From an optimization exercise on the open Yosys and OpenROAD flow, aimed at small area; shortcuts taken in it are not production practice.
In this exercise RTL edits were held to simulation tests only and were not proved equivalent to the original.
Power is estimated from default activity; no workload was simulated.

`flow/design.v`:
```
module fpadd_top (
    input  wire        clk,
    input  wire [31:0] a,
    input  wire [31:0] b,
    output reg  [31:0] y
);
    reg  [31:0] a_q, b_q;
    wire        s_w;
    wire [7:0]  e_w;
    wire [22:0] f_w;
    fp_adder u_add (
        .sign1(a_q[31]), .sign2(b_q[31]),
        .exp1(a_q[30:23]), .exp2(b_q[30:23]),
        .frac1(a_q[22:0]), .frac2(b_q[22:0]),
        .sign_out(s_w), .exp_out(e_w), .frac_out(f_w)
    );
    always @(posedge clk) begin
        a_q <= a;
        b_q <= b;
        y   <= {s_w, e_w, f_w};
    end
endmodule

module fp_adder(
    input wire sign1,sign2,
    input wire[7:0] exp1,exp2,
    input wire [22:0] frac1,frac2,
    output wire sign_out,
    output wire [7:0] exp_out,
    output wire [22:0] frac_out
);
    wire [8:0] ed  = {1'b0,exp1} - {1'b0,exp2};
    wire       elt = ed[8];                  
    wire       eeq = ~|ed[7:0];
    wire       fgt = frac1 > frac2;
    wire       gt  = eeq ? fgt : ~elt;       
    wire [7:0] eb  = elt ? exp2 : exp1;
    wire [7:0] d   = elt ? (exp2 - exp1) : ed[7:0];
    wire       hi  = |d[7:5];
    wire        sb = gt ? sign1 : sign2;
    wire [23:0] fb = gt ? {1'b1,frac1} : {1'b1,frac2};
    wire [23:0] fs = gt ? {1'b1,frac2} : {1'b1,frac1};
    wire [23:0] r0 = (d[4] | hi) ? {16'd0, fs[23:16]} : fs;
    wire [23:0] r1 = (d[3] | hi) ? {8'd0, r0[23:8]} : r0;
    wire [23:0] r2 = d[2] ? {4'd0, r1[23:4]} : r1;
    wire [23:0] r3 = d[1] ? {2'd0, r2[23:2]} : r2;
    wire [23:0] fa = d[0] ? {1'd0, r3[23:1]} : r3;
    wire        sub = sign1 ^ sign2;
    wire [24:0] sum = {1'b0,fb} + {sub,fa ^ {24{sub}}} + {24'd0,sub};
    wire [31:0] x = {sum, 7'h7f};
    wire [15:0] v1; wire [15:0] c1;
    genvar i;
    for (i=0;i<16;i=i+1) begin: l1
        assign v1[i] = x[2*i+1] | x[2*i];
        assign c1[i] = ~x[2*i+1];
    end
    wire [7:0] v2; wire [15:0] c2;
    for (i=0;i<8;i=i+1) begin: l2
        assign v2[i] = v1[2*i+1] | v1[2*i];
        assign c2[2*i+1:2*i] = v1[2*i+1] ? {1'b0, c1[2*i+1]} : {1'b1, c1[2*i]};
    end
    wire [3:0] v3; wire [11:0] c3;
    for (i=0;i<4;i=i+1) begin: l3
        assign v3[i] = v2[2*i+1] | v2[2*i];
        assign c3[3*i+2:3*i] = v2[2*i+1] ? {1'b0, c2[4*i+3:4*i+2]} : {1'b1, c2[4*i+1:4*i]};
    end
    wire [1:0] v4; wire [7:0] c4;
    for (i=0;i<2;i=i+1) begin: l4
        assign v4[i] = v3[2*i+1] | v3[2*i];
        assign c4[4*i+3:4*i] = v3[2*i+1] ? {1'b0, c3[6*i+5:6*i+3]} : {1'b1, c3[6*i+2:6*i]};
    end
    wire [4:0] z = v4[1] ? {1'b0, c4[7:4]} : {1'b1, c4[3:0]};
    wire [24:0] n0 = z[4] ? {sum[8:0], 16'd0} : sum;
    wire [24:0] n1 = z[3] ? {n0[16:0], 8'd0} : n0;
    wire [24:0] n2 = z[2] ? {n1[20:0], 4'd0} : n1;
    wire [24:0] n3 = z[1] ? {n2[22:0], 2'd0} : n2;
    wire [24:0] n4 = z[0] ? {n3[23:0], 1'd0} : n3;
    wire zero = ~|sum;
    wire [23:0] m = (eb >= 8'd23) ? 24'hffffff : ~(24'h7fffff >> eb[4:0]);
    wire flush = ~sum[24] & ~|(sum[23:0] & m);
    wire [7:0] re = eb + 8'd1 - {3'b0,z};
    assign sign_out = sb & ~zero;
    assign exp_out  = flush ? 8'd0 : re;
    assign frac_out = flush ? 23'd0 : n4[23:1];
endmodule
```
`flow/flow/run.sh`:
```
#!/bin/bash
# Own layout flow: the standard ORFS flow, with three changes:
#  - synthesis maps the combinational logic with an area-oriented ABC script (flow/area.abc),
#    without the Kogge-Stone adder map and without full-adder extraction;
#  - port buffers use sky130_fd_sc_hd__buf_1;
#  - everything else (floorplan, tapcells, PDN, placement, CTS, routing) is the standard flow.
set -euo pipefail
W=$(pwd)
FLOWDIR=$W/flow
# synthesis script: ORFS synth.tcl with the abc call using our script
sed -e "s|log_cmd abc {\*}\$abc_args|log_cmd abc {*}[lreplace \$abc_args 1 1 $FLOWDIR/area.abc]|" \
  "$FLOW_HOME/scripts/synth.tcl" > "$W/own_synth_core.tcl"
grep -q "$FLOWDIR/area.abc" "$W/own_synth_core.tcl"
sed -e "s|source \$::env(SCRIPTS_DIR)/synth.tcl|source $W/own_synth_core.tcl|" \
  "$W/synth_recipe.tcl" > "$W/own_synth.tcl"
grep -q own_synth_core "$W/own_synth.tcl"
BUF="-buffer_cell sky130_fd_sc_hd__buf_1"
bash "$W/standard.sh" SYNTH_SCRIPT="$W/own_synth.tcl" ADDER_MAP_FILE= \
  SYNTH_OPERATIONS_ARGS="-noshare" BUFFER_PORTS_ARGS="$BUF" $(cat "$FLOWDIR/extra.mk" 2>/dev/null) finish \
  > "$W/flow_make.log" 2>&1
```
`flow/flow/area.abc`:
```
strash
dch
amap
topo
stime -c
buffer -c
upsize -c
dnsize -c
```
`flow/standard.sh`:
```
#!/bin/bash
# synth_recipe.tcl (not shown) runs the flow's synth.tcl, then flattens the netlist and writes it again
# the make line also repeats each setting of config.mk as NAME=value (left out here)
make -C /OpenROAD-flow-scripts/flow DESIGN_CONFIG=/design/flow/config.mk WORK_HOME=/design/flow/orfs CLKGATE_MAP_FILE= SYNTH_SCRIPT=/design/flow/synth_recipe.tcl "${@:-finish}"
```
`flow/config.mk`:
```
export PLATFORM = sky130hd
export DESIGN_NAME = fpadd_top
export DESIGN_NICKNAME = fpadd_top
export VERILOG_FILES = /design/flow/design.v
export SDC_FILE = /design/flow/constraint.sdc
export NUM_CORES = 4
export LEC_CHECK = 0
export CAP_MARGIN = 20
export CORE_MARGIN = 2
export CORE_UTILIZATION = 55
export SLEW_MARGIN = 20
```
`flow/constraint.sdc`:
```
create_clock -name core_clock -period 11.0 [get_ports {clk}]
set_input_delay 2.2000 -clock core_clock [delete_from_list [all_inputs] [get_ports {clk}]]
set_output_delay 2.2000 -clock core_clock [all_outputs]
set_load 0.01 [all_outputs]
```
==> impl_metrics.csv, run 1 <==
group,metric,value,unit
global_route,grt.overflow.total,0,
sta,fin_tns_setup,0,ns
global_route,track_usage,29.4,%
cts,cts_buffers,9,
sta,fin_crit_sh,92.0,%
final_layout,finish.net_count,1127,
pwr,totalPowerFinal,1.81,mW
critical_path,critPathSlowestCell,"a2111oi_0",
pwr,vdd_drop_max,107,uV
synth,synth_fp_nets,1038,
die,start_util,57.0,%
sta,hold_violations,0,
die,rows,40,
critical_path,r2r-start,"a_q[25]$_DFF_P_",
min_path,hp-start,"b_q[30]$_DFF_P_",
sta,worst_slack,0.883,ns
synth,yosys_register_bits,96,
final_layout,utilization,64.9,%
synth,syn_area_per_cell,7.12,um2
critical_path,r2r_setup_slack,0.88,ns
final_layout,syn_to_final_growth,14.0,%
global_route,grt_pass1_vias,6417,
place,dp_worst_setup_slack,0.445,ns
critical_path,critPathMostFrequentCell,"nor2_1",
die,die_h,116,um
cts,cts.sinks,96,
synth,synth_area,0.00693,mm2
place,io_buffers,96,
synth,yosys_warnings,1,
die,core_area,0.0122,mm2
pwr,power_density,229,mW/mm2
route,antenna_left,0,
cts,cts_buffer_depth,2,
pwr,leakage,3.12,nW
min_path,hold_path.class,"reg2reg",
die,num_io_pins,97,
route,post_drt_wl_per_cell,15.9,um
final_layout,diodes,0,
synth,seq_area_frac_synth,27.7,%
synth,synthArstFlopShare,0,%
final_layout,stdcell_area,0.00790,mm2
die,die_area,0.0135,mm2
global_route,grt_start_max_net_pins,49,
cts,insertion_delay,0.36,ns
critical_path,required,11.25,ns
die,die_w,116,um
critical_path,worstPathMaxFanout,35,
synth,ys_types,68,
route,via_per_inst,6.12,
sta,fmax,98.8,MHz
run,max_cap_violations,0,
min_path,holdPathEnd,"y[30]$_SDFF_PP0_",
place,dp_hpwl,15100,um
sta,relSlewSlack,37.9,%
sta,rsz0062_at_grt,"no",
global_route,grt_pass1_wl,31400,um
critical_path,end_kind,"register",
synth,synth_area_leaders,"dfxtp_1 (28%), o22ai_1 (10%), nor2_1 (8.9%)",
sta,worst_pin_slew,0.908,ns
critical_path,slowest_delay,0.72,ns
run_status,status,"timing/DRC/antenna clean",
synth,postSynthCellCount,973,
final_layout,instances_no_fill,1235,
place,post_dp_cell_area,0.00746,mm2
synth,ys.flop_type,"dfxtp_1",
synth,synth_top_area_cell,"dfxtp_1",
cts,htree_levels,3,
critical_path,start_kind,"register",
place,dp.cells,1210,
cts,clk_pin_slew,0.07,ns
place,gp_congestion,1.03,
cts,clock_tree.root_cell,"clkbuf_16",
synth,synth_edf_count,0,
critical_path,crit_arrival,10.37,ns
min_path,min_path_cells,3,
critical_path,reg2reg_depth,53,
sta,holdWs,0.790,ns
route,drt_iter0_drc,848,
route,vias,7559,
global_route,antenna_found_initial,0,
route,drt_wl_total,19700,um
cts,cts_tree,"built",
cts,hold_buffers,0,
route,firstDrtPassIters,6,
sta,fin_skew,0.00744,ns
route,drcViolationCount,0,
critical_path,r2r-end,"y[22]$_SDFF_PP0_",
critical_path,critical_path_class,"reg2reg",
sta,drv_slew,0,
sta,finalSetupViolCount,0,
synth,synth_top_area_share,27.7,%
final_layout,layout-drive-gt1-share,13.0,%
sta,finalCriticalPeriod,10.12,ns
## per-layer routing
layer	global-route usage [%]	vias up	routed length, um
met2	44.5	310	8380
met1	40.8	3374	9090
met5	0	-	0
met3	8.77	28	1870
li1	-	3847	-
met4	7.86	0	312
## state kept, by name, indices dropped and copies added (netlist names)
signal / flops
b_q: 32
a_q: 32
y: 32
## cell usage after synthesis (all sizes together), types with 2 or more instances
library cell	number
o21a	9
inv	92
o32a	2
clkbuf	34
o22a	42
o31ai	3
a21oi	114
nor3	14
o41ai	3
a41oi	2
o211ai	3
a22oi	9
a221oi	11
o21ai	53
nand2b	2
o221a	27
o221ai	14
or2	3
nand3	4
nand4	4
clkinv	2
and3	2
buf	16
a211oi	10
o22ai	118
a21o	3
nor4	2
a31oi	8
nor2b	9
a311oi	2
dfxtp	96
or3	3
a2111o	2
o2111ai	2
nor2	172
o32ai	8
nand2	67
a2111oi	2
## final cells by class
type | instances | area, um2
multi-input cells | 733 | 4480
fillers | 1112 | 4260
flip-flops and latches | 96 | 1920
repair buffers | 128 | 604
inverters | 94 | 370
clock buffers | 10 | 239
well taps | 168 | 210
clock inverters | 6 | 73.8
## how the worst max path moves through the flow
stage | from | end | slack [ns] | cells past startpoint
after floorplan | a_q[24]$_DFF_P_ | y[30]$_SDFF_PP0_ | 2.70 | 59
after global placement | a_q[24]$_DFF_P_ | y[30]$_SDFF_PP0_ | 0.75 | 57
after detailed placement | a_q[24]$_DFF_P_ | y[30]$_SDFF_PP0_ | 0.45 | 60
after CTS | a_q[24]$_DFF_P_ | y[30]$_SDFF_PP0_ | 0.40 | 60
after global routing | a_q[24]$_DFF_P_ | y[30]$_SDFF_PP0_ | 0.008 | 61
final | a_q[25]$_DFF_P_ | y[22]$_SDFF_PP0_ | 0.88 | 53
## logic make-up after synthesis
logic type | Yosys count | synth area share [%]
AO/OA/AOI/OAI | 450 | 46.3
buffers and inverters | 144 | 8.26
flip-flops | 96 | 27.7
AND/OR/NAND/NOR | 283 | 17.7
## placed cells by master, fill, tap and decap left out, drive strengths merged, types with 3 or more instances in the layout
master,synthesis,layout
clkbuf,34,10
o32ai,8,8
nor2,172,172
buf,16,128
or2,3,3
dfxtp,96,96
o21a,9,9
a221oi,11,11
o22ai,118,118
o22a,42,42
o211ai,3,3
nand4,4,4
or3,3,3
o221a,27,27
o41ai,3,3
nor3,14,14
a21o,3,3
o31ai,3,3
a21oi,114,114
a31oi,8,8
o21ai,53,53
nor2b,9,9
o221ai,14,14
nand2,67,67
a22oi,9,9
a211oi,10,10
inv,92,94
nand3,4,4
clkinv,2,5
## repair_timing
item	in CTS	in global routing
endpoints found under the setup margin	0	26
resized for setup	0	11
setup buffers	0	9
endpoints found under the hold margin	0	0
## report_power, final
part | internal (mW) | switching (mW) | leakage, nW | total, mW
clock | 0.186 | 0.141 | 0.154 | 0.326
combinational | 0.397 | 0.642 | 2.15 | 1.04
sequential | 0.423 | 0.0239 | 0.810 | 0.447
## critical path, delay by kind of cell, from the launching register on
family	cells	cell delay, ns
AOI/OAI and AO/OA	26	5.73
and+or+nand+nor	18	2.75
buffers and inverters	9	1.11
DFF	1	0.40
==> inputs of run 2 (changes only) <==
--- a/flow/flow/run.sh
+++ b/flow/flow/run.sh
@@ -16,5 +16,7 @@
 grep -q own_synth_core "$W/own_synth.tcl"
-BUF="-buffer_cell sky130_fd_sc_hd__buf_1"
+# further make variables, one NAME=value per line
+EXTRA=()
+if [[ -f "$FLOWDIR/extra.mk" ]]; then mapfile -t EXTRA < <(grep -v '^#' "$FLOWDIR/extra.mk" | grep .); fi
 bash "$W/standard.sh" SYNTH_SCRIPT="$W/own_synth.tcl" ADDER_MAP_FILE= \
-  SYNTH_OPERATIONS_ARGS="-noshare" BUFFER_PORTS_ARGS="$BUF" $(cat "$FLOWDIR/extra.mk" 2>/dev/null) finish \
-  > "$W/flow_make.log" 2>&1
+  SYNTH_OPERATIONS_ARGS="-noshare" BUFFER_PORTS_ARGS="-buffer_cell sky130_fd_sc_hd__buf_1" \
+  "${EXTRA[@]}" finish > "$W/flow_make.log" 2>&1
==> run 2 against run 1 <==
Still clean on timing, DRC and antenna. Critical path depth unchanged. Die area stayed put. Combinational power is essentially flat. Sequential cell count unchanged. Synthesized cell count did not move. Critical endpoint unchanged.
==> impl_metrics.csv, run 2 <==
group,metric,value,unit
run_status,status,"timing/DRC/antenna clean",
synth,synth_area,0.00693,mm2
synth,synth_common_cells,"nor2_1 (165), o22ai_1 (113), a21oi_1 (109), dfxtp_1 (96), inv_1 (69)",
global_route,antenna_found_initial,0,
die,die_w,116,um
sta,fin_tns_setup,0,ns
die,core_area,0.0122,mm2
cts,htree_levels,3,
final_layout,top_regs,"a_q x32, b_q x32, y x32",
global_route,grt_pass1_wl,31400,um
final_layout,diodes,0,
synth,syn_area_per_cell,7.12,um2
pwr,clkPwrFrac,18.0,%
cts,cts_buffers,9,
pwr,pwr-share-comb,57.3,%
route,vias,7559,
cts,hold_buffers,0,
final_layout,syn_to_final_growth,14.0,%
cts,clock_tree.root_cell,"clkbuf_16",
sta,rsz0062_at_grt,"no",
sta,drv_slew,0,
run,max_cap_violations,0,
cts,cts.sinks,96,
synth,synthArstFlopShare,0,%
critical_path,slowest_delay,0.72,ns
critical_path,worstPathMaxFanout,35,
final_layout,finish.net_count,1127,
route,post_drt_wl_per_cell,15.9,um
synth,synth_fp_nets,1038,
synth,synth_area_leaders,"dfxtp_1 (28%), o22ai_1 (10%), nor2_1 (8.9%)",
cts,clk_pin_slew,0.07,ns
sta,fin_crit_sh,92.0,%
pwr,switching_share,44.5,%
final_layout,final_common_cell,"nor2_1",
synth,yosys_warnings,1,
final_layout,stdcell_area,0.00790,mm2
place,io_buffers,96,
synth,ys.flop_type,"dfxtp_1",
critical_path,critical_path_class,"reg2reg",
critical_path,end_kind,"register",
place,gp_congestion,1.03,
synth,synth_edf_count,0,
synth,postSynthCellCount,973,
synth,ys_types,68,
sta,finalSetupViolCount,0,
route,drt_wl_total,19700,um
cts,cts_tree,"built",
global_route,grt.overflow.total,0,
sta,hold_violations,0,
sta,fmax,98.8,MHz
synth,yosys_register_bits,96,
critical_path,critPathMostFrequentCell,"nor2_1",
route,firstDrtPassIters,6,
critical_path,required,11.25,ns
sta,relSlewSlack,37.9,%
final_layout,layout_common_cells,"nor2_1 (165), o22ai_1 (111), a21oi_1 (108)",
die,num_io_pins,97,
place,dp_hpwl,15100,um
pwr,power.share.sequential,24.7,%
sta,fin_skew,0.00744,ns
pwr,p_int,1.01,mW
synth,synth_top_area_share,27.7,%
global_route,track_usage,29.4,%
cts,insertion_delay,0.36,ns
critical_path,critPathSlowestCell,"a2111oi_0",
route,drt_iter0_drc,848,
route,drcViolationCount,0,
sta,finalCriticalPeriod,10.12,ns
synth,synth_top_area_cell,"dfxtp_1",
cts,cts_buffer_depth,2,
pwr,power_density,229,mW/mm2
sta,worst_pin_slew,0.908,ns
critical_path,crit_arrival,10.37,ns
die,die_h,116,um
synth,seq_area_frac_synth,27.7,%
global_route,grt_pass1_vias,6417,
synth,synth.most_common_cell,"nor2_1",
pwr,power_switching,806,uW
route,via_per_inst,6.12,
final_layout,utilization,64.9,%
min_path,hold_path.class,"reg2reg",
place,post_dp_cell_area,0.00746,mm2
global_route,grt_start_max_net_pins,49,
route,antenna_left,0,
pwr,vdd_drop_max,107,uV
final_layout,layout-drive-gt1-share,13.0,%
pwr,leakage,3.12,nW
die,die_area,0.0135,mm2
die,rows,40,
critical_path,start_kind,"register",
die,start_util,57.0,%
## run 2: cell counts after synthesis
No cell type changed its count.
## run 2: kinds of logic after synthesis
group,synth area share (%)
AND/OR/NAND/NOR,17.7
buffers and inverters,8.26
AO/OA/AOI/OAI,46.3
flip-flops,27.7
## run 2: final cells by class
cell class | instances | area (um2)
well taps | 168 | 210
flip-flops and latches | 96 | 1920
fillers | 1112 | 4260
multi-input cells | 733 | 4480
clock inverters | 6 | 73.8
inverters | 94 | 370
clock buffers | 10 | 239
repair buffers | 128 | 604
## run 2: power by group through the flow
stage	logic (mW)	registers, mW	clock network (mW)
after floorplan	0.723	0.485	0
after global placement	1.01	0.454	0
after detailed placement	1.00	0.454	0
after CTS	1.01	0.446	0.335
after global routing	1.15	0.456	0.347
final	1.04	0.447	0.326
## run 2: worst max-delay path, delay by kind of cell (launching register included)
family / cells / cell delay, ns
and+or+nand+nor: 18 / 2.75
AOI/OAI and AO/OA: 26 / 5.73
buffers and inverters: 9 / 1.11
DFF: 1 / 0.40
## run 2: final timing paths
path / cells after the start / startpoint / endpoint / slack, ns
worst min-delay path: 3 / b_q[30]$_DFF_P_ / y[30]$_SDFF_PP0_ / 0.79
worst min register to register: 3 / b_q[30]$_DFF_P_ / y[30]$_SDFF_PP0_ / 0.79
worst max register to register: 53 / a_q[25]$_DFF_P_ / y[22]$_SDFF_PP0_ / 0.88
worst max-delay path: 53 / a_q[25]$_DFF_P_ / y[22]$_SDFF_PP0_ / 0.88
## run 2: routing by layer
| metal | vias up | routed length, um | track usage, % |
|---|---|---|---|
| li1 | 3847 | - | - |
| met1 | 3374 | 9090 | 40.8 |
| met2 | 310 | 8380 | 44.5 |
| met3 | 28 | 1870 | 8.77 |
| met4 | 0 | 312 | 7.86 |
| met5 | - | 0 | 0 |
## run 2: what timing repair did
item,CTS,global route
resized for setup,0,11
endpoints found under the hold margin,0,0
setup buffers,0,9
endpoints found under the setup margin,0,26
## run 2: through the flow
step,instances,setup WS [ns],hold WS (ns),power [mW]
6_report,1235,0.883,0.790,1.81
5_1_grt,1235,0.00832,0.821,1.95
4_1_cts,1226,0.405,0.787,1.79
3_5_place_dp,1210,0.445,0.780,1.46
3_3_place_gp,1210,0.754,0.775,1.46
2_1_floorplan,973,2.70,0.513,1.21
==> inputs of run 3 (changes only) <==
==> flow/flow/extra.mk (new file) <==
CTS_ARGS=-sink_clustering_enable -repair_clock_nets -dont_use_dummy_load -buf_list {sky130_fd_sc_hd__clkbuf_4 sky130_fd_sc_hd__clkbuf_8}
--- a/flow/config.mk
+++ b/flow/config.mk
@@ -10,2 +10,3 @@
 export CORE_UTILIZATION = 55
+export CTS_BUF_LIST = sky130_fd_sc_hd__clkbuf_4 sky130_fd_sc_hd__clkbuf_8
 export SLEW_MARGIN = 20
==> run 3 against run 2 <==
Still clean on timing, DRC and antenna. Setup slack improved by 0.025 ns. Global-route usage fell by 0.16 points. Sequential power about the same. First-iteration DRC count decreased by 2.4%. Synthesized cell count stayed put. Die area stayed put. Utilization fell by 1.6 points. Sequential cell count is the same. Critical endpoint unchanged. Highest routed layer unchanged.
==> impl_metrics.csv, run 3 <==
group,metric,value,unit
synth,ys.flop_type,"dfxtp_1",
die,core_area,0.0122,mm2
run,max_cap_violations,0,
cts,clk_pin_slew,0.08,ns
critical_path,critPathSlowestCell,"a2111oi_0",
final_layout,layout_common_cells,"nor2_1 (165), o22ai_1 (111), a21oi_1 (107)",
global_route,grt_start_max_net_pins,49,
die,rows,40,
synth,synth_fp_nets,1038,
final_layout,finish.net_count,1127,
final_layout,fillCellCount,1127,
critical_path,slowest_delay,0.66,ns
critical_path,critical_path_class,"reg2reg",
route,firstDrtPassIters,5,
route,antenna_left,0,
route,drt_wl_total,19600,um
place,dp_hpwl,15100,um
critical_path,r2r_setup_slack,0.91,ns
sta,worst_pin_slew,0.894,ns
sta,fin_crit_sh,91.7,%
place,gp_congestion,1.03,
die,die_h,116,um
route,vias,7532,
pwr,vdd_drop_max,101,uV
synth,postSynthCellCount,973,
sta,worst_slack,0.908,ns
synth,syn_area_per_cell,7.12,um2
die,die_w,116,um
pwr,power_density,215,mW/mm2
synth,ys_types,68,
die,num_io_pins,97,
final_layout,final_common_cell,"nor2_1",
route,via_per_inst,6.13,
route,post_drt_wl_per_cell,15.9,um
cts,insertion_delay,0.38,ns
cts,cts_buffers,9,
cts,htree_levels,3,
place,dp_worst_setup_slack,0.445,ns
critical_path,crit_arrival,10.36,ns
synth,synth_area,0.00693,mm2
critical_path,end_kind,"register",
final_layout,layout-drive-gt1-share,12.6,%
cts,cts_buffer_depth,2,
synth,synth_area_leaders,"dfxtp_1 (28%), o22ai_1 (10%), nor2_1 (8.9%)",
synth,synthArstFlopShare,0,%
critical_path,critPathBufInv,9,
run_status,status,"timing/DRC/antenna clean",
global_route,track_usage,29.2,%
global_route,grt_pass1_vias,6376,
sta,fin_skew,0.0183,ns
final_layout,stdcell_area,0.00771,mm2
final_layout,top_regs,"a_q x32, b_q x32, y x32",
synth,seq_area_frac_synth,27.7,%
final_layout,diodes,0,
sta,holdWs,0.785,ns
synth,yosys_warnings,1,
cts,clock_tree.root_cell,"clkbuf_8",
route,drt_iter0_drc,828,
sta,finalSetupViolCount,0,
critical_path,critPathMostFrequentCell,"nor2_1",
critical_path,start_kind,"register",
pwr,leakage,3.03,nW
synth,yosys_register_bits,96,
synth,synth.most_common_cell,"nor2_1",
critical_path,critPathTopFamily,"compound AO/OA/AOI/OAI gates",
cts,cts.sinks,96,
sta,relSlewSlack,39.8,%
sta,hold_violations,0,
sta,finalCriticalPeriod,10.09,ns
place,io_buffers,96,
synth,synth_top_area_share,27.7,%
critical_path,worstPathMaxFanout,35,
place,post_dp_cell_area,0.00746,mm2
global_route,grt_pass1_wl,31200,um
synth,synth_common_cells,"nor2_1 (165), o22ai_1 (113), a21oi_1 (109), dfxtp_1 (96), inv_1 (69)",
synth,synth_edf_count,0,
final_layout,utilization,63.4,%
critical_path,required,11.27,ns
die,start_util,57.0,%
sta,fmax,99.1,MHz
die,die_area,0.0135,mm2
global_route,antenna_found_initial,0,
cts,cts_tree,"built",
min_path,hold_path.class,"reg2reg",
global_route,grt.overflow.total,0,
final_layout,syn_to_final_growth,11.3,%
synth,synth_top_area_cell,"dfxtp_1",
sta,drv_slew,0,
route,drcViolationCount,0,
## run 3: cell counts after synthesis
No cell type changed its count.
## run 3: where the power goes
group / total, mW / internal (mW) / switching (mW)
clock network: 0.178 / 0.0733 / 0.105
logic: 1.04 / 0.396 / 0.639
registers: 0.447 / 0.423 / 0.0239
total: 1.66 / 0.892 / 0.768
## run 3: what timing repair did
item | 4_1_cts | 5_1_grt
hold buffers | 0 | 0
setup buffers | 0 | 9
gates resized for setup | 0 | 12
setup endpoints to repair | 0 | 25
## run 3: logic make-up after synthesis
group	synth area share, %
AO/OA/AOI/OAI	46.3
AND/OR/NAND/NOR	17.7
buffers and inverters	8.26
flip-flops	27.7
## run 3: final timing paths
check                  startpoint               end  depth (start not counted)
setup / recovery  a_q[25]$_DFF_P_  y[22]$_SDFF_PP0_                         53
setup reg to reg  a_q[25]$_DFF_P_  y[22]$_SDFF_PP0_                         53
hold reg to reg   a_q[23]$_DFF_P_  y[23]$_SDFF_PP0_                          4
hold / removal    a_q[23]$_DFF_P_  y[23]$_SDFF_PP0_                          4
## run 3: cell type report
type	count	area (um2)	area share, %
clock buffer	9	124	1.61
inverter	94	370	4.80
multi-input combinational	733	4480	58.1
sequential	96	1920	24.9
tap	168	210	2.73
timing repair buffer	128	604	7.84
## run 3: tightest hold or removal path, cell delays in order, from the launching register on
cell      delay [ns]
dfxtp_1         0.32
inv_1           0.09
o22ai_2         0.13
inv_2           0.11
a211oi_1        0.10
## run 3: metrics by stage
| stage | TNS, ns | std cells | power (mW) |
|---|---|---|---|
| after global routing | -0.0137 | 1228 | 1.80 |
| after global placement | 0 | 1210 | 1.46 |
| final | 0 | 1228 | 1.66 |
| after detailed placement | 0 | 1210 | 1.46 |
| after CTS | 0 | 1219 | 1.64 |
| after floorplan | 0 | 973 | 1.21 |
## run 3: metal layers
metal / share of wire [%] / wire length, um / GRT usage, %
met5: 0 / 0 / 0
met1: 46 / 9040 / 40.6
met4: 1.1 / 217 / 7.86
met2: 43 / 8400 / 44.1
met3: 9.8 / 1920 / 8.93
==> inputs of run 4 (changes only) <==
==> flow/flow/area.abc (replaced) <==
strash
ifraig
dch
amap
topo
stime -c
buffer -c
upsize -c
dnsize -c
==> run 4 against run 3 <==
Combinational power hardly changed. Setup slack worse by 0.15 ns. Synthesized cell count is 2.2% higher. Sequential cell count stayed put. Cell count is 1.4% higher. Global-route usage is 0.26 points higher. Largest power group unchanged. Register-to-register slack worse by 0.15 ns. Hold slack better by 0.0075 ns. Clock skew is 0.0019 ns lower. Highest routed layer unchanged. Clock-buffer cell count stayed put. Clock power is 2% higher. Die area is 0.30% higher.
==> impl_metrics.csv, run 4 <==
group,metric,value,unit
run,max_cap_violations,0,
critical_path,critical_path_class,"reg2reg",
sta,fin_crit_sh,93.1,%
die,die_w,116,um
final_layout,top_regs,"a_q x32, b_q x32, y x32",
sta,finalCriticalPeriod,10.24,ns
run_status,status,"timing/DRC/antenna clean",
synth,synth_edf_count,0,
synth,yosys_register_bits,96,
place,gp_congestion,1.00,
sta,fin_skew,0.0164,ns
critical_path,critPathSlowestCell,"or3_4",
sta,drv_slew,0,
final_layout,seq_area,0.00192,mm2
pwr,pwr-share-comb,62.5,%
final_layout,stdcell_area,0.00775,mm2
critical_path,crit_arrival,10.50,ns
sta,fin_tns_setup,0,ns
final_layout,diodes,0,
global_route,grt_pass1_wl,31800,um
pwr,power_density,216,mW/mm2
final_layout,layout-drive-gt1-share,10.8,%
cts,clock_tree.root_cell,"clkbuf_8",
synth,syn_area_per_cell,6.99,um2
pwr,totalPowerFinal,1.68,mW
final_layout,utilization,62.2,%
route,drcViolationCount,0,
final_layout,final_common_cell,"nor2_1",
global_route,track_usage,29.5,%
sta,hold_violations,0,
critical_path,end_kind,"register",
route,firstDrtPassIters,5,
cts,cts.sinks,96,
min_path,hold_path.class,"reg2reg",
cts,cts_buffer_depth,2,
synth,seq_area_frac_synth,27.7,%
route,post_drt_wl_per_cell,15.9,um
cts,insertion_delay,0.38,ns
sta,fmax,97.7,MHz
route,drt_wl_total,19800,um
route,via_per_inst,6.11,
route,vias,7603,
die,start_util,55.7,%
synth,synth.most_common_cell,"nor2_1",
cts,clk_pin_slew,0.08,ns
critical_path,start_kind,"register",
synth,postSynthCellCount,994,
sta,worst_pin_slew,1.00,ns
critical_path,required,11.26,ns
global_route,grt_pass1_vias,6554,
sta,relSlewSlack,32.9,%
pwr,power.share.sequential,26.6,%
critical_path,worstPathMaxFanout,47,
pwr,clkPwrFrac,10.9,%
final_layout,fillCellCount,1212,
global_route,grt_start_max_net_pins,48,
route,antenna_left,0,
die,die_h,116,um
route,drt_iter0_drc,677,
final_layout,finish.net_count,1140,
synth,ys.flop_type,"dfxtp_1",
synth,synthArstFlopShare,0,%
synth,ys_types,66,
die,rows,41,
pwr,switching_share,46.4,%
synth,synth_top_area_cell,"dfxtp_1",
global_route,antenna_found_initial,0,
sta,finalSetupViolCount,0,
critical_path,critPathMostFrequentCell,"nor2_1",
global_route,grt.overflow.total,0,
critical_path,slowest_delay,0.43,ns
cts,htree_levels,3,
place,io_buffers,96,
pwr,power_switching,778,uW
die,num_io_pins,97,
synth,synth_top_area_share,27.7,%
die,die_area,0.0135,mm2
final_layout,layout_common_cells,"nor2_1 (169), o22ai_1 (98), dfxtp_1 (96), buf_1 (96), a21oi_1 (91)",
pwr,p_int,898,uW
synth,synth_area,0.00695,mm2
cts,cts_tree,"built",
synth,synth_area_leaders,"dfxtp_1 (28%), o22ai_1 (9.2%), nor2_1 (9.2%)",
synth,synth_common_cells,"nor2_1 (170), o22ai_1 (102), dfxtp_1 (96), a21oi_1 (95), inv_1 (84)",
final_layout,syn_to_final_growth,11.6,%
place,dp_hpwl,15200,um
cts,cts_buffers,9,
sta,holdWs,0.792,ns
final_layout,multiInputGateArea,0.00453,mm2
synth,synth_fp_nets,1059,
place,post_dp_cell_area,0.00747,mm2
pwr,vdd_drop_max,105,uV
synth,yosys_warnings,1,
pwr,leakage,3.04,nW
die,core_area,0.0125,mm2
-- run 4: cell types whose count changed after synthesis, sizes merged, moves of 5 or more --
cell | before | now
o22ai | 118 | 104
a21oi | 114 | 101
o21ai | 53 | 64
o32a | 2 | 11
nand2 | 67 | 75
clkbuf | 34 | 40
inv | 92 | 98
or3 | 3 | 9
a211oi | 10 | 15
-- run 4: area by class of cell --
| class | count | area share (%) |
|---|---|---|
| multi-input cells | 745 | 58.4 |
| repair buffers | 123 | 7.41 |
| flip-flops and latches | 96 | 24.8 |
| inverters | 100 | 5.00 |
| clock buffers | 9 | 1.60 |
| well taps | 172 | 2.78 |
-- run 4: path summary, 6_finish.rpt --
kind / end / slack, ns / cells after the start / start
worst max-delay path: y[30]$_SDFF_PP0_ / 0.76 / 57 / a_q[24]$_DFF_P_
worst min-delay path: y[31]$_DFF_P_ / 0.79 / 2 / b_q[31]$_DFF_P_
worst max register to register: y[30]$_SDFF_PP0_ / 0.76 / 57 / a_q[24]$_DFF_P_
worst min register to register: y[31]$_DFF_P_ / 0.79 / 2 / b_q[31]$_DFF_P_
-- run 4: cell families after synthesis --
kind of cell,Yosys count,synth area share (%)
compound gates,447,45.4
simple gates,298,18.5
buf+inv,153,8.43
flops,96,27.7
-- run 4: power by group through the flow --
| stage | Combinational, mW | Clock, mW | Sequential, mW |
|---|---|---|---|
| after floorplan | 0.730 | 0 | 0.484 |
| after global placement | 1.00 | 0 | 0.452 |
| after detailed placement | 1.01 | 0 | 0.454 |
| after CTS | 1.01 | 0.186 | 0.446 |
| after global routing | 1.16 | 0.201 | 0.456 |
| final | 1.05 | 0.182 | 0.446 |
-- run 4: per-layer routing --
layer  share of wire, %  track usage [%]  vias up
met1                 47             41.4     3422
met3                8.1             7.06       26
met4                1.7             9.05        0
met2                 44             44.7      269
li1                   -                -     3886
met5                  0                0        -
-- run 4: through the flow --
step	worst slack [ns]	instances
final	0.761	1245
after global routing	-0.0810	1245
after CTS	0.220	1237
after detailed placement	0.304	1228
after global placement	0.519	1228
after floorplan	2.16	994
-- run 4: what timing repair did --
item | in CTS | in global routing
buffers inserted | 0 | 8
hold endpoints to repair | 0 | 0
setup endpoints to repair | 0 | 30
hold buffers | 0 | 0
resized for setup | 0 | 28
-- run 4: critical path: cells and delay by family (launching register included) --
kind / cells / cell delay [ns]
AND/OR/NAND/NOR: 17 / 3.13
AO/OA/AOI/OAI: 32 / 5.50
buffers and inverters: 8 / 1.10
flip-flops: 1 / 0.34
==> inputs of run 5 (changes only) <==
--- a/flow/design.v
+++ b/flow/design.v
@@ -49,3 +49,3 @@
     wire [24:0] sum = {1'b0,fb} + {sub,fa ^ {24{sub}}} + {24'd0,sub};
-    wire [31:0] x = {sum, 7'h7f};
+    wire [31:0] x = {sum, 7'h00};
     wire [15:0] v1; wire [15:0] c1;
@@ -77,6 +77,6 @@
     wire [24:0] n4 = z[0] ? {n3[23:0], 1'd0} : n3;
-    wire zero = ~|sum;
-    wire [23:0] m = (eb >= 8'd23) ? 24'hffffff : ~(24'h7fffff >> eb[4:0]);
-    wire flush = ~sum[24] & ~|(sum[23:0] & m);
-    wire [7:0] re = eb + 8'd1 - {3'b0,z};
+    wire zero = ~(v4[1] | v4[0]);
+    wire [9:0] re9 = {2'b0,eb} + 10'd1 - {5'b0,z};
+    wire [7:0] re = re9[7:0];
+    wire flush = zero | re9[9];
     assign sign_out = sb & ~zero;
==> flow/flow/area.abc (replaced) <==
strash
dch
amap
topo
stime -c
buffer -c
upsize -c
dnsize -c
==> run 5 against run 4 <==
Combinational power fell by 11%. Die area fell by 5.0%. Wire length rose by 3.6%. Sequential share of layout area rose by 0.37 points. Global-route usage rose by 0.70 points. Sequential cell count did not move. Clock-buffer cell count did not move. Total power fell by 6.4%. Clock power barely moved. Cell count fell by 5.7%. Critical path type unchanged. Critical endpoint is now y[27]$_SDFF_PP0_.
==> impl_metrics.csv, run 5 <==
group,metric,value,unit
pwr,leakage,3.05,nW
sta,fin_crit_sh,94.0,%
synth,syn_area_per_cell,7.08,um2
synth,ys_types,62,
die,num_io_pins,97,
place,dp_hpwl,15100,um
sta,finalCriticalPeriod,10.34,ns
final_layout,multiInputGateArea,0.00443,mm2
critical_path,critPathMostFrequentCell,"a21oi_2",
synth,synth_area,0.00659,mm2
cts,cts_buffer_depth,2,
critical_path,crit_arrival,10.60,ns
synth,synthAdderAreaFrac,0,%
route,drt_wl_total,20500,um
sta,fin_skew,0.0323,ns
route,vias,7434,
global_route,grt_start_max_net_pins,47,
sta,fmax,96.7,MHz
pwr,totalPowerFinal,1.57,mW
synth,synth_fp_nets,995,
critical_path,critical_path_class,"reg2reg",
synth,synth_common_cells,"nor2_1 (185), a21oi_1 (106), dfxtp_1 (96), o22ai_1 (88), o22a_1 (78)",
die,die_h,113,um
synth,postSynthCellCount,930,
cts,clk_pin_slew,0.10,ns
place,gp_congestion,1.00,
final_layout,seq_area,0.00192,mm2
final_layout,top_regs,"a_q x32, b_q x32, y x32",
final_layout,final_common_cell,"nor2_1",
synth,synthSimpleGateAreaFrac,18.9,%
critical_path,slowest_delay,0.39,ns
global_route,antenna_found_initial,0,
global_route,track_usage,30.2,%
critical_path,critPathSlowestCell,"dfxtp_2",
synth,yosys_warnings,1,
final_layout,diodes,0,
die,core_area,0.0116,mm2
sta,fin_tns_setup,0,ns
pwr,pwr-share-comb,59.8,%
critical_path,start_kind,"register",
cts,cts.sinks,96,
pwr,clkPwrFrac,11.8,%
synth,synth_edf_count,0,
synth,synth_xor_xnor_area_share,0,%
synth,yosys_register_bits,96,
final_layout,layout_common_cells,"nor2_1 (179), buf_1 (96), a21oi_1 (95)",
final_layout,syn_to_final_growth,16.1,%
cts,cts_buffers,9,
synth,synth_top_family_by_area,"compound AO/OA/AOI/OAI gates",
critical_path,worstPathMaxFanout,25,
cts,clock_tree.root_cell,"clkbuf_8",
cts,cts_tree,"built",
run_status,status,"timing/DRC/antenna clean",
synth,ys.flop_type,"dfxtp_1",
pwr,switching_share,45.3,%
pwr,vdd_drop_max,176,uV
sta,drv_slew,0,
synth,synthArstFlopShare,0,%
synth,synthMuxAreaShare,0,%
synth,synth_top_area_cell,"dfxtp_1",
critical_path,end_kind,"register",
cts,htree_levels,3,
cts,insertion_delay,0.39,ns
synth,synth_compound_area_share,44.2,%
cts,hold_buffers,0,
synth,seq_area_frac_synth,29.2,%
sta,hold_violations,0,
route,drt_iter0_drc,614,
route,drcViolationCount,0,
global_route,grt_pass1_vias,6796,
run,max_cap_violations,0,
sta,relSlewSlack,13.6,%
final_layout,finish.net_count,1098,
route,antenna_left,0,
sta,finalSetupViolCount,0,
die,start_util,57.0,%
synth,synth_top_area_share,29.2,%
min_path,hold_path.class,"reg2reg",
pwr,p_int,857,uW
pwr,power.share.sequential,28.4,%
die,rows,39,
final_layout,layout-drive-gt1-share,12.8,%
global_route,grt_pass1_wl,31700,um
critical_path,required,11.26,ns
die,die_w,113,um
die,die_area,0.0129,mm2
pwr,power_density,205,mW/mm2
final_layout,fillCellCount,1022,
global_route,grt.overflow.total,0,
final_layout,utilization,66.1,%
sta,worst_pin_slew,1.29,ns
route,firstDrtPassIters,5,
synth,synth_area_leaders,"dfxtp_1 (29%), nor2_1 (11%), o22a_1 (10%)",
route,post_drt_wl_per_cell,17.5,um
synth,synth.most_common_cell,"nor2_1",
route,via_per_inst,6.33,
place,io_buffers,96,
pwr,power_switching,711,uW
==> run 5: cell types whose count changed in the layout (fill, tap and decap cells not counted), sizes merged, moves of 12 or more <==
cell,delta
a21oi,+13
o221a,-22
inv,-26
o22a,+35
buf,+12
o22ai,-13
nor2,+16
==> run 5: critical path, delay by kind of cell, from the launching register on <==
family | cells | cell delay (ns)
AOI/OAI and AO/OA | 29 | 5.44
and+or+nand+nor | 20 | 3.02
buffers and inverters | 10 | 1.35
DFF | 1 | 0.39
==> run 5: per-stage QoR <==
step / instance area (um2) / hold slack [ns] / std cells / setup slack [ns]
5_1_grt: 7650 / 0.652 / 1174 / -0.185
3_3_place_gp: 7150 / 0.573 / 1151 / 0.610
2_1_floorplan: 6590 / 0.515 / 930 / 1.89
4_1_cts: 7270 / 0.592 / 1160 / 0.0994
6_report: 7650 / 0.599 / 1174 / 0.661
3_5_place_dp: 7150 / 0.580 / 1151 / 0.179
==> run 5: final timing paths <==
path	from	end	slack (ns)	cells after the start
setup / recovery	b_q[24]$_DFF_P_	y[27]$_SDFF_PP0_	0.66	59
hold / removal	b_q[31]$_DFF_P_	y[31]$_DFF_P_	0.60	2
setup reg to reg	b_q[24]$_DFF_P_	y[27]$_SDFF_PP0_	0.66	59
hold reg to reg	b_q[31]$_DFF_P_	y[31]$_DFF_P_	0.60	2
==> run 5: logic make-up after synthesis <==
family	count (synthesis)
buf+inv	122
flops	96
simple gates	296
compound gates	416
==> run 5: cell type report <==
cell class	count	area share (%)
Clock buffer	9	1.62
Inverter	74	3.79
Multi-Input combinational cell	716	58.0
Sequential cell	96	25.2
Tap cell	143	2.34
Timing Repair Buffer	136	9.13
==> run 5: metal layers <==
metal | routed length, um | global-route usage [%]
met5 | 0 | 0
met1 | 8300 | 35.6
met4 | 938 | 17.1
met2 | 9960 | 51.3
met3 | 1300 | 6.06
==> run 5: what timing repair did <==
item                                   CTS  global route
resized for setup                        0            53
setup endpoints to repair                0            31
endpoints found under the hold margin    0             0
buffers inserted                         0             9
==> run 5: power groups by stage <==
stage / clock [mW] / sequential [mW] / combinational (mW)
4_1_cts: 0.188 / 0.444 / 0.876
3_5_place_dp: 0 / 0.449 / 0.870
6_report: 0.185 / 0.445 / 0.938
5_1_grt: 0.201 / 0.451 / 1.03
2_1_floorplan: 0 / 0.475 / 0.630
3_3_place_gp: 0 / 0.449 / 0.857
==> inputs of run 6 (changes only) <==
==> flow/flow/area.abc (replaced) <==
strash
ifraig
dch
amap
topo
stime -c
buffer -c
upsize -c
dnsize -c
upsize -c
dnsize -c
==> run 6 against run 5 <==
First-iteration DRC count shrank 29%. Synthesized area rose by 1.6%. Sequential cell count stayed put. Critical path depth is the same. Register-to-register slack improved by 0.22 ns. Clock power shrank 3%. Die area is 1.5% higher. Largest cell class unchanged.
==> impl_metrics.csv, run 6 <==
group,metric,value,unit
synth,synth_area,0.00669,mm2
final_layout,layout-drive-gt1-share,9.21,%
final_layout,instances_no_fill,1168,
critical_path,critical_path_class,"reg2reg",
die,die_h,114,um
critical_path,crit_arrival,10.40,ns
cts,cts_buffers,9,
route,via_per_inst,6.18,
final_layout,final_common_cell,"nor2_1",
final_layout,fillCellCount,1125,
final_layout,top_regs,"a_q x32, b_q x32, y x32",
critical_path,critPathMostFrequentCell,"inv_2",
die,die_area,0.0131,mm2
cts,clock_tree.root_cell,"clkbuf_8",
cts,htree_levels,3,
synth,syn_area_per_cell,7.09,um2
synth,ys_types,63,
cts,cts_tree,"built",
global_route,grt_start_max_net_pins,49,
pwr,totalPowerFinal,1.61,mW
sta,drv_slew,0,
final_layout,syn_to_final_growth,11.1,%
synth,ys.flop_type,"dfxtp_1",
route,vias,7217,
min_path,hold_path.class,"reg2reg",
route,drcViolationCount,0,
cts,cts.sinks,96,
critical_path,worstSetupPathDepth,59,
sta,fin_tns_setup,0,ns
synth,yosys_warnings,1,
die,die_w,114,um
critical_path,critPathSlowestCell,"or3_1",
sta,fmax,98.8,MHz
sta,fin_crit_sh,92.0,%
critical_path,r2r-start,"b_q[24]$_DFF_P_",
pwr,leakage,2.99,nW
run,max_cap_violations,0,
cts,cts_buffer_depth,2,
route,post_drt_wl_per_cell,16.8,um
critical_path,worstPathMaxFanout,46,
synth,synth_fp_nets,1008,
min_path,min_path_cells,2,
synth,synth_area_leaders,"dfxtp_1 (29%), o22a_1 (11%), nor2_1 (10%)",
critical_path,r2r-end,"y[24]$_SDFF_PP0_",
final_layout,finish.net_count,1088,
critical_path,slowest_delay,0.45,ns
global_route,grt.overflow.total,0,
synth,synth_edf_count,0,
place,dp.cells,1147,
critical_path,critPathTopFamily,"compound AO/OA/AOI/OAI gates",
cts,insertion_delay,0.39,ns
synth,synthArstFlopShare,0,%
synth,yosys_register_bits,96,
sta,fin_skew,0.0242,ns
synth,seq_area_frac_synth,28.7,%
place,gp_congestion,0.973,
sta,rsz0062_at_grt,"no",
critical_path,reg2reg_depth,59,
die,rows,40,
synth,postSynthCellCount,943,
sta,relSlewSlack,41.0,%
critical_path,setup.worst_path.start,"b_q[24]$_DFF_P_",
die,num_io_pins,97,
critical_path,critPathBufInv,14,
synth,synth_common_cells,"nor2_1 (184), a21oi_1 (109), dfxtp_1 (96), o22a_1 (82), o22ai_1 (72)",
die,start_util,55.9,%
global_route,antenna_found_initial,0,
route,firstDrtPassIters,5,
route,drt_wl_total,19700,um
global_route,grt_pass1_wl,30600,um
place,dp_hpwl,14900,um
die,core_area,0.0120,mm2
synth,synth.most_common_cell,"nor2_1",
critical_path,end_kind,"register",
critical_path,required,11.28,ns
sta,worst_pin_slew,0.878,ns
global_route,grt_pass1_vias,6480,
place,io_buffers,96,
synth,synth_top_area_cell,"dfxtp_1",
global_route,track_usage,29.3,%
run_status,status,"timing/DRC/antenna clean",
critical_path,start_kind,"register",
cts,clk_pin_slew,0.09,ns
route,antenna_left,0,
final_layout,layout_common_cells,"nor2_1 (183), a21oi_1 (105), dfxtp_1 (96), buf_1 (96), o22a_1 (82)",
pwr,power_density,216,mW/mm2
sta,finalSetupViolCount,0,
critical_path,critPathCapture,"y[24]$_SDFF_PP0_",
sta,hold_violations,0,
critical_path,r2r_setup_slack,0.88,ns
final_layout,utilization,62.1,%
route,drt_iter0_drc,437,
final_layout,diodes,0,
synth,synth_top_area_share,28.7,%
pwr,vdd_drop_max,167,uV
sta,finalCriticalPeriod,10.12,ns
[run 6: cell count changes after synthesis, moves of 3 or more]
cell | previous run | this run
nor2b_1 | 10 | 5
nand2_1 | 66 | 57
clkbuf_1 | 34 | 41
inv_2 | 9 | 14
inv_1 | 62 | 67
a221oi_1 | 6 | 10
o22a_1 | 78 | 82
o22ai_1 | 88 | 72
o2111ai_1 | 1 | 4
or3_1 | 5 | 9
o32ai_1 | 6 | 9
a21oi_1 | 106 | 109
o221a_2 | 1 | 7
[run 6: area by class of cell]
| cell class | count | area (um2) | share of cell area [%] |
|---|---|---|---|
| Multi-Input combinational cell | 711 | 4280 | 57.5 |
| Inverter | 85 | 350 | 4.71 |
| Clock buffer | 9 | 124 | 1.67 |
| Sequential cell | 96 | 1920 | 25.9 |
| Timing Repair Buffer | 120 | 577 | 7.76 |
| Tap cell | 147 | 184 | 2.47 |
[run 6: how the worst min path moves through the flow]
stage                    endpoint             from  slack, ns
floorplan           y[31]$_DFF_P_  b_q[31]$_DFF_P_       0.51
global placement    y[31]$_DFF_P_  b_q[31]$_DFF_P_       0.59
detailed placement  y[31]$_DFF_P_  b_q[31]$_DFF_P_       0.58
CTS                 y[31]$_DFF_P_  b_q[31]$_DFF_P_       0.59
global route        y[31]$_DFF_P_  b_q[31]$_DFF_P_       0.65
finish              y[31]$_DFF_P_  b_q[31]$_DFF_P_       0.58
[run 6: kinds of logic after synthesis]
| kind of cell | share of synthesized area, % |
|---|---|
| DFF | 28.7 |
| AOI/OAI and AO/OA | 43.7 |
| and+or+nand+nor | 19.4 |
| buffers and inverters | 8.23 |
[run 6: through the flow]
step	setup slack [ns]	instance area (um2)	hold WS, ns
3_3_place_gp	0.529	7110	0.586
4_1_cts	0.104	7230	0.595
2_1_floorplan	2.67	6690	0.515
6_report	0.882	7430	0.584
3_5_place_dp	0.154	7110	0.579
5_1_grt	0.0275	7430	0.649
[run 6: power by group]
part	total, mW	internal [mW]	leakage (nW)	switching [mW]
Sequential	0.445	0.419	0.810	0.0260
Clock	0.180	0.0733	0.0647	0.107
Combinational	0.982	0.385	2.12	0.597
[run 6: routing by layer]
| metal | routed length [um] | vias up | global-route usage [%] | part of all wire (%) |
|---|---|---|---|---|
| met5 | 0 | - | 0 | 0 |
| met4 | 773 | 0 | 15.4 | 3.9 |
| li1 | - | 3651 | - | - |
| met1 | 8450 | 3267 | 35.2 | 43 |
| met2 | 9480 | 241 | 49.9 | 48 |
| met3 | 980 | 58 | 5.56 | 5.0 |
[run 6: tightest hold or removal path: stages, from the launching register on]
cell and delay [ns]:
dfxtp_1 0.34, o22ai_1 0.14, nor2_1 0.06
[run 6: repair_timing]
item	CTS	global route
setup endpoints to repair	0	31
hold buffers	0	0
setup buffers	0	11
gates resized for setup	0	24
==> inputs of run 7 (changes only) <==
==> flow/flow/area.abc (replaced) <==
strash
ifraig
dc2
ifraig
dch
amap
topo
stime -c
buffer -c
upsize -c
dnsize -c
==> run 7 against run 6 <==
Wire length up 4.6%. Critical endpoint is now y[3]$_SDFF_PP0_. Clock-buffer cell count stayed put. Largest power group unchanged. Highest routed layer unchanged. Setup slack lost 0.41 ns.
==> impl_metrics.csv, run 7 <==
group,metric,value,unit
sta,hold_violations,0,
critical_path,worstPathMaxFanout,14,
critical_path,r2r_setup_slack,0.47,ns
place,post_dp_cell_area,0.00708,mm2
die,die_h,113,um
synth,synth_top_area_cell,"dfxtp_1",
cts,clk_pin_slew,0.09,ns
sta,relSlewSlack,39.5,%
sta,worst_pin_slew,0.898,ns
final_layout,fillCellCount,984,
synth,synth_common_cells,"nor2_1 (131), dfxtp_1 (96), o22ai_1 (86), nand2_1 (84), inv_1 (73)",
critical_path,required,11.21,ns
critical_path,start_kind,"register",
route,post_drt_wl_per_cell,17.4,um
pwr,power_density,182,mW/mm2
critical_path,r2r-end,"y[3]$_SDFF_PP0_",
synth,synth_fp_nets,958,
sta,fin_skew,0.0234,ns
synth,yosys_register_bits,96,
pwr,clkPwrFrac,12.3,%
die,die_area,0.0128,mm2
pwr,pwr-share-comb,57.8,%
sta,finalSetupViolCount,0,
global_route,grt_pass1_vias,6283,
final_layout,multiInputGateArea,0.00439,mm2
final_layout,syn_to_final_growth,22.7,%
critical_path,end_kind,"register",
route,drt_iter0_drc,809,
place,dp_hpwl,14700,um
route,firstDrtPassIters,5,
run_status,status,"timing/DRC/antenna clean",
route,drcViolationCount,0,
sta,finalCriticalPeriod,10.53,ns
route,antenna_left,0,
place,gp_congestion,1.02,
critical_path,setup.worst_path.start,"a_q[15]$_DFF_P_",
synth,synth_top_area_share,29.2,%
cts,cts.sinks,96,
pwr,power_switching,648,uW
global_route,grt_start_max_net_pins,45,
cts,hold_buffers,0,
critical_path,critPathMostFrequentCell,"nand2_2",
die,num_io_pins,97,
die,rows,39,
pwr,totalPowerFinal,1.47,mW
final_layout,stdcell_area,0.00806,mm2
synth,synth_edf_count,0,
cts,cts_buffer_depth,2,
final_layout,top_regs,"a_q x32, b_q x32, y x32",
synth,seq_area_frac_synth,29.2,%
critical_path,r2r-start,"a_q[15]$_DFF_P_",
cts,htree_levels,3,
final_layout,diodes,0,
synth,synth.most_common_cell,"nor2_1",
cts,cts_tree,"built",
synth,ys_types,67,
route,via_per_inst,6.27,
critical_path,crit_arrival,10.74,ns
die,start_util,57.1,%
route,vias,7411,
global_route,grt.overflow.total,0,
global_route,antenna_found_initial,0,
synth,postSynthCellCount,893,
pwr,power.share.sequential,29.9,%
synth,syn_area_per_cell,7.36,um2
pwr,vdd_drop_max,118,uV
sta,fin_crit_sh,95.7,%
cts,insertion_delay,0.39,ns
pwr,switching_share,44.1,%
die,core_area,0.0115,mm2
synth,synth_area_leaders,"dfxtp_1 (29%), o22ai_1 (8.2%), nor2_1 (7.5%)",
cts,clock_tree.root_cell,"clkbuf_8",
final_layout,finish.net_count,1106,
pwr,p_int,820,uW
synth,ys.flop_type,"dfxtp_1",
run,max_cap_violations,0,
min_path,hold_path.class,"reg2reg",
final_layout,seq_area,0.00193,mm2
place,io_buffers,96,
pwr,leakage,3.10,nW
critical_path,slowest_delay,0.47,ns
sta,fmax,95.0,MHz
critical_path,critPathCapture,"y[3]$_SDFF_PP0_",
die,die_w,113,um
critical_path,critPathSlowestCell,"a2111o_1",
cts,cts_buffers,9,
final_layout,final_common_cell,"nor2_1",
synth,synthArstFlopShare,0,%
critical_path,reg2reg_depth,81,
final_layout,layout-drive-gt1-share,24.5,%
route,drt_wl_total,20600,um
sta,drv_slew,0,
final_layout,layout_common_cells,"nor2_1 (125), buf_1 (96), dfxtp_1 (88)",
critical_path,critical_path_class,"reg2reg",
global_route,grt_pass1_wl,30200,um
global_route,track_usage,29.2,%
synth,yosys_warnings,1,
synth,synth_area,0.00657,mm2
[run 7: changes by cell type in the layout (fill, tap and decap cells not counted), sizes merged, moves of 17 or more]
| cell | change |
|---|---|
| nand2 | +41 |
| buf | +58 |
| o22a | -42 |
| a21oi | -49 |
| o22ai | +17 |
| a221oi | +20 |
| nor2 | -48 |
| o21ai | +37 |
[run 7: critical path, delay by kind of cell, from the launching register on]
kind / cells / cell delay, ns
AND/OR/NAND/NOR: 45 / 4.86
AO/OA/AOI/OAI: 27 / 3.95
buffers and inverters: 9 / 1.19
flip-flops: 1 / 0.34
[run 7: worst min path at each step]
stage | startpoint | endpoint | slack (ns) | cells past startpoint
detailed placement | b_q[31]$_DFF_P_ | y[31]$_DFF_P_ | 0.55 | 2
global placement | b_q[31]$_DFF_P_ | y[31]$_DFF_P_ | 0.57 | 2
floorplan | b_q[31]$_DFF_P_ | y[31]$_DFF_P_ | 0.51 | 2
CTS | b_q[31]$_DFF_P_ | y[31]$_DFF_P_ | 0.56 | 2
global route | b_q[31]$_DFF_P_ | y[31]$_DFF_P_ | 0.62 | 2
finish | b_q[31]$_DFF_P_ | y[31]$_DFF_P_ | 0.56 | 2
[run 7: stage by stage]
step                      hold WS [ns]  worst slack, ns  cells  utilization [%]  setup TNS, ns
after detailed placement         0.546           -0.174   1123             61.5          -4.06
after global routing             0.622           -0.244   1182             70.0          -5.83
after global placement           0.566           0.0629   1123             61.5              0
final                            0.562            0.469   1182             70.0              0
after floorplan                  0.515             1.54    893                -              0
after CTS                        0.564            0.224   1134             62.9              0
[run 7: kinds of logic after synthesis]
| kind of cell | Yosys count | share of synthesized area [%] |
|---|---|---|
| AOI/OAI and AO/OA | 395 | 42.7 |
| xor gates and xnor gates | 1 | 0.133 |
| buffers and inverters | 131 | 9.92 |
| DFF | 96 | 29.2 |
| and+or+nand+nor | 270 | 18.0 |
[run 7: layout make-up]
cell class | instances | area share (%)
clock buffer | 9 | 1.54
inverter | 85 | 4.16
multi-input combinational | 666 | 54.4
sequential | 96 | 24.0
tap | 143 | 2.22
timing repair buffer | 181 | 13.6
timing repair inverter | 2 | 0.124
[run 7: power groups by stage]
stage                     clock network [mW]  registers [mW]  logic (mW)
after floorplan                            0           0.474       0.517
final                                  0.180           0.439       0.848
after global placement                     0           0.445       0.717
after detailed placement                   0           0.446       0.722
after global routing                   0.197           0.446       0.922
after CTS                              0.183           0.438       0.729
[run 7: repair_timing]
item                                    CTS  global route
resized for setup                         2           103
pin swaps                                 2            35
cloned                                    0             6
setup buffers                             2            42
endpoints found under the setup margin   30            32
[run 7: metal layers]
metal | share of wire [%] | up-vias | track usage, %
li1 | - | 3596 | -
met5 | 0 | - | 0
met4 | 4.7 | 0 | 13.5
met2 | 48 | 364 | 49.7
met1 | 40 | 3363 | 35.7
met3 | 7.1 | 88 | 5.68
==> inputs of run 8 (changes only) <==
==> flow/flow/area.abc (replaced) <==
strash
ifraig
dch
amap
topo
stime -c
buffer -c
upsize -c
dnsize -c
--- a/flow/config.mk
+++ b/flow/config.mk
@@ -11,2 +11,3 @@
 export CTS_BUF_LIST = sky130_fd_sc_hd__clkbuf_4 sky130_fd_sc_hd__clkbuf_8
+export PLACE_DENSITY = 0.8
 export SLEW_MARGIN = 20
==> run 8 against run 7 <==
Largest cell class unchanged. Critical path depth decreased by 20. Register-to-register slack better by 0.49 ns. Total power rose by 9.0%. Maximum frequency up 4.9%. Utilization fell by 8.8 points.
==> impl_metrics.csv, run 8 <==
group,metric,value,unit
cts,clock_tree.root_cell,"clkbuf_8",
synth,yosys_warnings,1,
synth,synth_top_area_cell,"dfxtp_1",
critical_path,required,11.26,ns
sta,fin_tns_setup,0,ns
sta,worst_slack,0.960,ns
synth,syn_area_per_cell,7.06,um2
final_layout,final_common_cell,"nor2_1",
critical_path,r2r-start,"b_q[24]$_DFF_P_",
synth,synth_area,0.00666,mm2
critical_path,r2r_setup_slack,0.96,ns
sta,finalCriticalPeriod,10.04,ns
route,drt_iter0_drc,613,
die,rows,40,
route,firstDrtPassIters,6,
final_layout,finish.net_count,1083,
final_layout,top_regs,"a_q x32, b_q x32, y x32",
critical_path,reg2reg_depth,61,
final_layout,instances_no_fill,1163,
place,io_buffers,96,
critical_path,critical_path_class,"reg2reg",
critical_path,critPathTopFamily,"compound AO/OA/AOI/OAI gates",
synth,synthArstFlopShare,0,%
final_layout,utilization,61.2,%
critical_path,end_kind,"register",
sta,fin_skew,0.0340,ns
cts,cts_buffer_depth,2,
place,gp_congestion,0.997,
final_layout,syn_to_final_growth,9.53,%
cts,cts_tree,"built",
synth,synth_top_area_share,28.9,%
sta,relSlewSlack,49.0,%
sta,worst_pin_slew,0.757,ns
die,num_io_pins,97,
final_layout,layout-drive-gt1-share,8.17,%
cts,insertion_delay,0.39,ns
sta,finalSetupViolCount,0,
min_path,hp-start,"b_q[31]$_DFF_P_",
cts,cts.sinks,96,
route,antenna_left,0,
sta,hold_violations,0,
pwr,power_density,219,mW/mm2
route,vias,7112,
critical_path,critPathBufInv,12,
min_path,holdPathEnd,"y[31]$_DFF_P_",
cts,cts_buffers,9,
synth,ys.flop_type,"dfxtp_1",
route,drcViolationCount,0,
route,post_drt_wl_per_cell,15.5,um
synth,synth_fp_nets,1008,
final_layout,layout_common_cells,"nor2_1 (183), a21oi_1 (106), dfxtp_1 (96), buf_1 (96), o22a_1 (82)",
synth,postSynthCellCount,943,
critical_path,r2r-end,"y[25]$_SDFF_PP0_",
place,post_dp_cell_area,0.00709,mm2
route,via_per_inst,6.12,
critical_path,start_kind,"register",
synth,synth_common_cells,"nor2_1 (183), a21oi_1 (110), dfxtp_1 (96), o22a_1 (82), o22ai_1 (72)",
min_path,min_path_cells,2,
die,die_area,0.0130,mm2
sta,drv_slew,0,
synth,yosys_register_bits,96,
synth,synth_edf_count,0,
synth,ys_types,62,
die,start_util,55.9,%
place,dp_worst_setup_slack,0.414,ns
sta,holdWs,0.622,ns
critical_path,worstPathMaxFanout,33,
final_layout,stdcell_area,0.00729,mm2
critical_path,crit_arrival,10.30,ns
global_route,grt_start_max_net_pins,49,
pwr,leakage,2.93,nW
min_path,hold_path.class,"reg2reg",
global_route,track_usage,27.2,%
die,core_area,0.0119,mm2
die,die_h,114,um
run,max_cap_violations,0,
place,dp_hpwl,13900,um
global_route,grt_pass1_vias,6076,
cts,htree_levels,3,
final_layout,diodes,0,
die,die_w,114,um
global_route,grt.overflow.total,0,
synth,synth_area_leaders,"dfxtp_1 (29%), o22a_1 (11%), nor2_1 (10%)",
cts,clk_pin_slew,0.09,ns
place,dp.cells,1149,
pwr,totalPowerFinal,1.60,mW
run_status,status,"timing/DRC/antenna clean",
global_route,grt_pass1_wl,28500,um
route,drt_wl_total,18000,um
synth,seq_area_frac_synth,28.9,%
synth,synth.most_common_cell,"nor2_1",
critical_path,slowest_delay,0.41,ns
critical_path,critPathSlowestCell,"dfxtp_1",
global_route,antenna_found_initial,0,
pwr,vdd_drop_max,259,uV
sta,fin_crit_sh,91.3,%
sta,fmax,99.6,MHz
-- run 8: cell count changes in the layout (fill, tap and decap cells not counted), sizes merged, moves of 13 or more --
| cell | change |
|---|---|
| a21oi | +49 |
| nor2 | +48 |
| o21a | -13 |
| o22a | +42 |
| a221oi | -20 |
| o22ai | -17 |
| o21ai | -37 |
| buf | -63 |
| nand2 | -41 |
-- run 8: layout make-up --
class / instances / area [um2]
Multi-Input combinational cell: 711 / 4220
Sequential cell: 96 / 1920
Clock buffer: 9 / 124
Tap cell: 147 / 184
Fill cell: 1135 / 4620
Inverter: 85 / 327
Timing Repair Buffer: 115 / 510
-- run 8: kinds of logic after synthesis --
family | count (synthesis) | synth area share [%]
buf+inv | 137 | 8.22
simple gates | 295 | 19.3
compound gates | 415 | 43.6
flops | 96 | 28.9
-- run 8: worst max path at each step --
| stage | from | to | slack (ns) | cells after the start |
|---|---|---|---|---|
| after floorplan | a_q[25]$_DFF_P_ | y[25]$_SDFF_PP0_ | 2.61 | 62 |
| after global placement | a_q[25]$_DFF_P_ | y[21]$_SDFF_PP0_ | 0.74 | 59 |
| after detailed placement | a_q[25]$_DFF_P_ | y[7]$_SDFF_PP0_ | 0.41 | 61 |
| after CTS | a_q[25]$_DFF_P_ | y[3]$_SDFF_PP0_ | 0.35 | 61 |
| after global routing | b_q[24]$_DFF_P_ | y[24]$_SDFF_PP0_ | -0.009 | 61 |
| final | b_q[24]$_DFF_P_ | y[25]$_SDFF_PP0_ | 0.96 | 61 |
-- run 8: report_power, final --
group / internal (mW) / switching, mW / total [mW]
registers: 0.419 / 0.0281 / 0.447
clock network: 0.0733 / 0.108 / 0.181
logic: 0.380 / 0.591 / 0.971
total: 0.872 / 0.727 / 1.60
-- run 8: repair_timing --
| action | CTS | global route |
|---|---|---|
| gates resized for setup | 0 | 10 |
| buffers inserted | 0 | 4 |
| endpoints found under the setup margin | 0 | 30 |
| hold buffers | 0 | 0 |
-- run 8: layer usage --
metal  track usage [%]  wire (um)
met1              35.4       8010
met2              45.2       8340
met3              4.89       1170
met4              9.84        500
met5                 0          0
-- run 8: worst register-to-register path: cells and delay by family (launching register included) --
| kind | cells | cell delay (ns) |
|---|---|---|
| flip-flops | 1 | 0.41 |
| AND/OR/NAND/NOR | 19 | 2.70 |
| buffers and inverters | 12 | 1.55 |
| AO/OA/AOI/OAI | 30 | 5.25 |

## what the ideal ports hide
Ports are ideal in the flow. The routed layouts listed here were re-timed in OpenROAD.
Step 1 assumes that a clkbuf_16 drives the clock port and a buf_2 every other input.
Step 2 times the ports against the registers' clock, not the clock port: input delays grow and output delays shrink by t, the midpoint of the rising clock arrivals with the driver on.
Slacks: ideal ports / drivers / drivers and shift; pairs: ideal ports / drivers.
| run | t, ns | setup slack, ns | hold slack, ns | worst setup path at the end |
|---|---|---|---|---|
| run 1 | 0.398 | 0.883 / 0.883 / 0.883 | 0.790 / 0.790 / 0.790 | register to register |
| run 2 | 0.398 | 0.883 / 0.883 / 0.883 | 0.790 / 0.790 / 0.790 | register to register |
| run 3 | 0.408 | 0.908 / 0.908 / 0.908 | 0.785 / 0.785 / 0.785 | register to register |
| run 4 | 0.412 | 0.761 / 0.761 / 0.761 | 0.792 / 0.792 / 0.792 | register to register |
| run 5 | 0.409 | 0.661 / 0.661 / 0.661 | 0.599 / 0.599 / 0.599 | register to register |
| run 6 | 0.415 | 0.882 / 0.882 / 0.882 | 0.584 / 0.584 / 0.584 | register to register |
| run 7 | 0.415 | 0.469 / 0.469 / 0.469 | 0.562 / 0.562 / 0.562 | register to register |
| run 8 | 0.413 | 0.960 / 0.960 / 0.960 | 0.622 / 0.622 / 0.622 | register to register |
After both steps setup and hold are still met in every run listed.
